Background: an optimization exercise with open tools, aiming at small area. Do not read the settings as production practice.
RTL that was checked went through simulation tests only; none was proved equivalent to the original.
No activity file was given, so power comes from the tool's default toggle rates. The clock port is modelled as an ideal driver; clocking choices that lean on that would not hold on a real chip.

## east
Design facedet_display, start of the top module:
module facedet_display(
    input wire clk,
    input wire rst,
    output wire [14:0] rd_addr,
    input wire [19:0] ii_rddata,
    input wire detected_flag,
    input wire continuous,
    output wire vga_hsync,
    output wire vga_vsync,
    output wire [3:0] vga_r,
    output wire [3:0] vga_g,
    output wire [3:0] vga_b
    );
For scale: about 990 cells after synthesis, ~680 flip-flops, about 53 I/O pins.
==> module facedet_display, before the edit <==
module facedet_display(
    input wire clk,
    input wire rst,
    output wire [14:0] rd_addr,
    input wire [19:0] ii_rddata,
    input wire detected_flag,
    input wire continuous,
    output wire vga_hsync,
    output wire vga_vsync,
    output wire [3:0] vga_r,
    output wire [3:0] vga_g,
    output wire [3:0] vga_b
    );
    reg [9:0] hpos;
    reg [9:0] vcnt;
    always @(posedge clk) begin
        if (rst) begin
            hpos <= 10'd623;
            vcnt <= 10'd160;
        end else if (hpos == 10'd398) begin
            hpos <= 10'd623;
            vcnt <= (vcnt == 10'd164) ? 10'd664 : vcnt + 10'd1;
        end else begin
            hpos <= hpos + 10'd1;
        end
    end
    wire rows = ((vcnt >= 10'd844) && (vcnt <= 10'd963));
    wire addr_en = rows && ((hpos >= 10'd864));
    wire data_en = rows && ((hpos >= 10'd867) || (hpos <= 10'd2));
    wire addr_clr = ((vcnt == 10'd130) && (hpos != 10'd623)) || ((vcnt >= 10'd131) && (vcnt <= 10'd164));
    reg [9:0] addr_hi;
    always @(posedge clk) begin
        if (addr_clr)
            addr_hi <= 10'd0;
        else if (addr_en && (hpos[4:0] == 5'd31))
            addr_hi <= addr_hi + 10'd1;
    end
    assign rd_addr = {addr_hi, addr_en ? hpos[4:0] : 5'd0};
    reg [639:0] ring;
    wire [3:0] above = ring[639:636];
    wire [3:0] feed = data_en ? ii_rddata[3:0] : (addr_clr ? 4'd0 : above);
    always @(posedge clk)
        ring <= {ring[635:0], feed};
    wire [3:0] diff = ii_rddata[3:0] - above;
    reg [3:0] row_buff;
    reg [3:0] bw_reg;
    reg [3:0] grey;
    always @(posedge clk) begin
        if (addr_clr)
            row_buff <= 4'd0;
        else if (data_en)
            row_buff <= diff;
        bw_reg <= data_en ? diff - row_buff : 4'd0;
        grey <= bw_reg;
    end
    reg cont_q, det_q;
    always @(posedge clk) begin
        cont_q <= continuous;
        det_q <= detected_flag;
    end
    wire rect = ((hpos >= 10'd724) && (hpos <= 10'd823)) && ((vcnt >= 10'd764) && (vcnt <= 10'd864));
    wire dot =
        ((vcnt == 10'd807) && ((hpos >= 10'd99) && (hpos <= 10'd101))) ||
        ((vcnt == 10'd808) && ((hpos >= 10'd97) && (hpos <= 10'd103))) ||
        ((vcnt == 10'd809) && ((hpos >= 10'd95) && (hpos <= 10'd105))) ||
        ((vcnt == 10'd810) && ((hpos >= 10'd95) && (hpos <= 10'd105))) ||
        ((vcnt == 10'd811) && ((hpos >= 10'd94) && (hpos <= 10'd106))) ||
        ((vcnt == 10'd812) && ((hpos >= 10'd94) && (hpos <= 10'd106))) ||
        ((vcnt == 10'd813) && ((hpos >= 10'd93) && (hpos <= 10'd107))) ||
        ((vcnt == 10'd814) && ((hpos >= 10'd93) && (hpos <= 10'd107))) ||
        ((vcnt == 10'd815) && ((hpos >= 10'd93) && (hpos <= 10'd107))) ||
        ((vcnt == 10'd816) && ((hpos >= 10'd94) && (hpos <= 10'd106))) ||
        ((vcnt == 10'd817) && ((hpos >= 10'd94) && (hpos <= 10'd106))) ||
        ((vcnt == 10'd818) && ((hpos >= 10'd95) && (hpos <= 10'd105))) ||
        ((vcnt == 10'd819) && ((hpos >= 10'd95) && (hpos <= 10'd105))) ||
        ((vcnt == 10'd820) && ((hpos >= 10'd97) && (hpos <= 10'd103))) ||
        ((vcnt == 10'd821) && ((hpos >= 10'd99) && (hpos <= 10'd101)));
    wire xr = (rect && !cont_q) || (dot && !det_q);
    wire xg = (rect && !cont_q) || (dot && det_q);
    wire xb = rect && cont_q;
    assign vga_hsync = !((hpos >= 10'd257) && (hpos <= 10'd352));
    assign vga_vsync = !((vcnt == 10'd131) || ((vcnt == 10'd130) && ((hpos >= 10'd627) || (hpos <= 10'd398))) ||
                         ((vcnt == 10'd132) && ((hpos >= 10'd623) && (hpos <= 10'd626))));
    assign vga_r = {4{xr}} | grey;
    assign vga_g = {4{xg}} | grey;
    assign vga_b = {4{xb}} | grey;
endmodule
clock: 12.0 ns
lec_check: 0
cap_margin: 20
core_margin: 2
core_utilization: 45
place_density: 0.6
slew_margin: 20
standard.sh (not shown) runs the stock make flow with config.mk's settings and CLKGATE_MAP_FILE= SYNTH_SCRIPT=/design/flow/synth_recipe.tcl, a recipe that flattens the netlist after the stock synthesis.
==> flow/flow/run.sh <==
#!/bin/bash
# Standard layout with three changes: logic cells shrunk to their smallest
# drive after floorplanning, port buffers of the smallest buffer cell, and
# clock tree synthesis without dummy loads and with larger sink clusters.
set -euo pipefail
here=$(pwd)
export POST_FLOORPLAN_TCL=$here/flow/downsize.tcl
export BUFFER_PORTS_ARGS="-buffer_cell sky130_fd_sc_hd__buf_1"
export CTS_ARGS="-sink_clustering_enable -repair_clock_nets -dont_use_dummy_load -sink_clustering_size 36 -sink_clustering_max_diameter 100"
bash standard.sh > $here/standard.log 2>&1
==> flow/flow/downsize.tcl <==
# Shrink each logic cell to the smallest drive strength of its family. The
# design has several ns of slack at its period; the resizer's later
# repair_design restores drive wherever a slew or load limit needs it.
set dont_use [split $::env(DONT_USE_CELLS)]
set n 0
set saved 0.0
foreach inst [get_cells *] {
  set master [get_property $inst ref_name]
  if { ![regexp {^(sky130_fd_sc_hd__[a-z0-9]+)_([0-9]+)$} $master -> base sz] } { continue }
  if { [regexp {^sky130_fd_sc_hd__(df|ed|sd|dl|tap|fill|decap|conb|clk|probe|lpflow)} $master] } { continue }
  set cur [lindex [get_lib_cells */$master] 0]
  set best $master
  set best_area [get_property $cur area]
  set area0 $best_area
  foreach lc [get_lib_cells */${base}_*] {
    set name [get_property $lc name]
    if { ![regexp "^${base}_\[0-9\]+\$" $name] } { continue }
    if { [lsearch -exact $dont_use $name] >= 0 } { continue }
    set a [get_property $lc area]
    if { $a < $best_area } {
      set best $name
      set best_area $a
    }
  }
  if { $best ne $master } {
    replace_cell $inst $best
    incr n
    set saved [expr {$saved + $area0 - $best_area}]
  }
}
puts "downsize.tcl: replaced $n cells, [format %.1f $saved] um2 less"
Relative to east, the following input files were edited for west:
==> flow/design.v <==
`timescale 1ns / 1ps
module facedet_display(
    input wire clk,
    input wire rst,
    output wire [14:0] rd_addr,
    input wire [19:0] ii_rddata,
    input wire detected_flag,
    input wire continuous,
    output wire vga_hsync,
    output wire vga_vsync,
    output wire [3:0] vga_r,
    output wire [3:0] vga_g,
    output wire [3:0] vga_b
    );
    reg [9:0] hpos;
    reg [9:0] vcnt;
    always @(posedge clk) begin
        if (rst) begin
            hpos <= 10'd15;
            vcnt <= 10'd520;
        end else if (hpos == 10'd814) begin
            hpos <= 10'd15;
            vcnt <= (vcnt == 10'd524) ? 10'd0 : vcnt + 10'd1;
        end else begin
            hpos <= hpos + 10'd1;
        end
    end
    wire rows = ((vcnt >= 10'd180) && (vcnt <= 10'd299));
    wire addr_en = rows && ((hpos >= 10'd256) && (hpos <= 10'd415));
    wire data_en = rows && ((hpos >= 10'd259) && (hpos <= 10'd418));
    wire addr_clr = ((vcnt == 10'd490) && (hpos != 10'd15)) || ((vcnt >= 10'd491) && (vcnt <= 10'd524));
    reg [9:0] addr_hi;
    always @(posedge clk) begin
        if (addr_clr)
            addr_hi <= 10'd0;
        else if (addr_en && (hpos[4:0] == 5'd31))
            addr_hi <= addr_hi + 10'd1;
    end
    assign rd_addr = {addr_hi, addr_en ? hpos[4:0] : 5'd0};
    reg [639:0] ring;
    wire [3:0] above = ring[639:636];
    wire [3:0] feed = data_en ? ii_rddata[3:0] : (addr_clr ? 4'd0 : above);
    always @(posedge clk)
        ring <= {ring[635:0], feed};
    wire [3:0] diff = ii_rddata[3:0] - above;
    reg [3:0] row_buff;
    reg [3:0] bw_reg;
    reg [3:0] grey;
    always @(posedge clk) begin
        if (addr_clr)
            row_buff <= 4'd0;
        else if (data_en)
            row_buff <= diff;
        bw_reg <= data_en ? diff - row_buff : 4'd0;
        grey <= bw_reg;
    end
    reg cont_q, det_q;
    always @(posedge clk) begin
        cont_q <= continuous;
        det_q <= detected_flag;
    end
    wire rect = ((hpos >= 10'd116) && (hpos <= 10'd215)) && ((vcnt >= 10'd100) && (vcnt <= 10'd200));
    wire dot =
        ((vcnt == 10'd143) && ((hpos >= 10'd515) && (hpos <= 10'd517))) ||
        ((vcnt == 10'd144) && ((hpos >= 10'd513) && (hpos <= 10'd519))) ||
        ((vcnt == 10'd145) && ((hpos >= 10'd511) && (hpos <= 10'd521))) ||
        ((vcnt == 10'd146) && ((hpos >= 10'd511) && (hpos <= 10'd521))) ||
        ((vcnt == 10'd147) && ((hpos >= 10'd510) && (hpos <= 10'd522))) ||
        ((vcnt == 10'd148) && ((hpos >= 10'd510) && (hpos <= 10'd522))) ||
        ((vcnt == 10'd149) && ((hpos >= 10'd509) && (hpos <= 10'd523))) ||
        ((vcnt == 10'd150) && ((hpos >= 10'd509) && (hpos <= 10'd523))) ||
        ((vcnt == 10'd151) && ((hpos >= 10'd509) && (hpos <= 10'd523))) ||
        ((vcnt == 10'd152) && ((hpos >= 10'd510) && (hpos <= 10'd522))) ||
        ((vcnt == 10'd153) && ((hpos >= 10'd510) && (hpos <= 10'd522))) ||
        ((vcnt == 10'd154) && ((hpos >= 10'd511) && (hpos <= 10'd521))) ||
        ((vcnt == 10'd155) && ((hpos >= 10'd511) && (hpos <= 10'd521))) ||
        ((vcnt == 10'd156) && ((hpos >= 10'd513) && (hpos <= 10'd519))) ||
        ((vcnt == 10'd157) && ((hpos >= 10'd515) && (hpos <= 10'd517)));
    wire xr = (rect && !cont_q) || (dot && !det_q);
    wire xg = (rect && !cont_q) || (dot && det_q);
    wire xb = rect && cont_q;
    assign vga_hsync = !((hpos >= 10'd673) && (hpos <= 10'd768));
    assign vga_vsync = !((vcnt == 10'd491) || ((vcnt == 10'd490) && ((hpos >= 10'd19) && (hpos <= 10'd814))) ||
                         ((vcnt == 10'd492) && ((hpos >= 10'd15) && (hpos <= 10'd18))));
    assign vga_r = {4{xr}} | grey;
    assign vga_g = {4{xg}} | grey;
    assign vga_b = {4{xb}} | grey;
endmodule
west finished all stages; the layout is clean.
[compare] base=east new=west: total wire length after detailed routing went up; synthesized cell count went up by about 1.8%; maximum frequency went down by 4.9%.
east ended up with vga_g[3] as its last element of the critical path; west ended up with vga_r[0].
Power after layout across west and east: no real change.
Overall die area (lower): east
Standard cell core area: higher on west
Function not checked in west: the RTL went through the layout flow alone.

==> static timing again, ports no longer ideal <==
The flow's constraints put no driver on any port. The routed layouts listed below were extracted and timed again, unchanged, in two steps. Step 1 (the two cells are an assumption about what drives the block):
set clk [get_ports {clk}]
set_driving_cell -lib_cell sky130_fd_sc_hd__clkbuf_16 $clk
set_driving_cell -lib_cell sky130_fd_sc_hd__buf_2 [delete_from_list [all_inputs] $clk]
Step 2 also shifts input and output timing later by t, the mid clock arrival at the registers, as if the neighbouring blocks saw the same clock. a / b / c = ideal ports / drivers / drivers and shift; a / b = the first two.
run	t (ns)	slack for setup (ns)	worst setup path after step 2	latest minus earliest clock arrival (ns)
east	0.573	6.674 / 6.624 / 7.197	register to output	0.048 / 0.048
west	0.579	6.401 / 6.352 / 6.931	register to output	0.046 / 0.046
After both steps setup and hold are still met in every run listed.
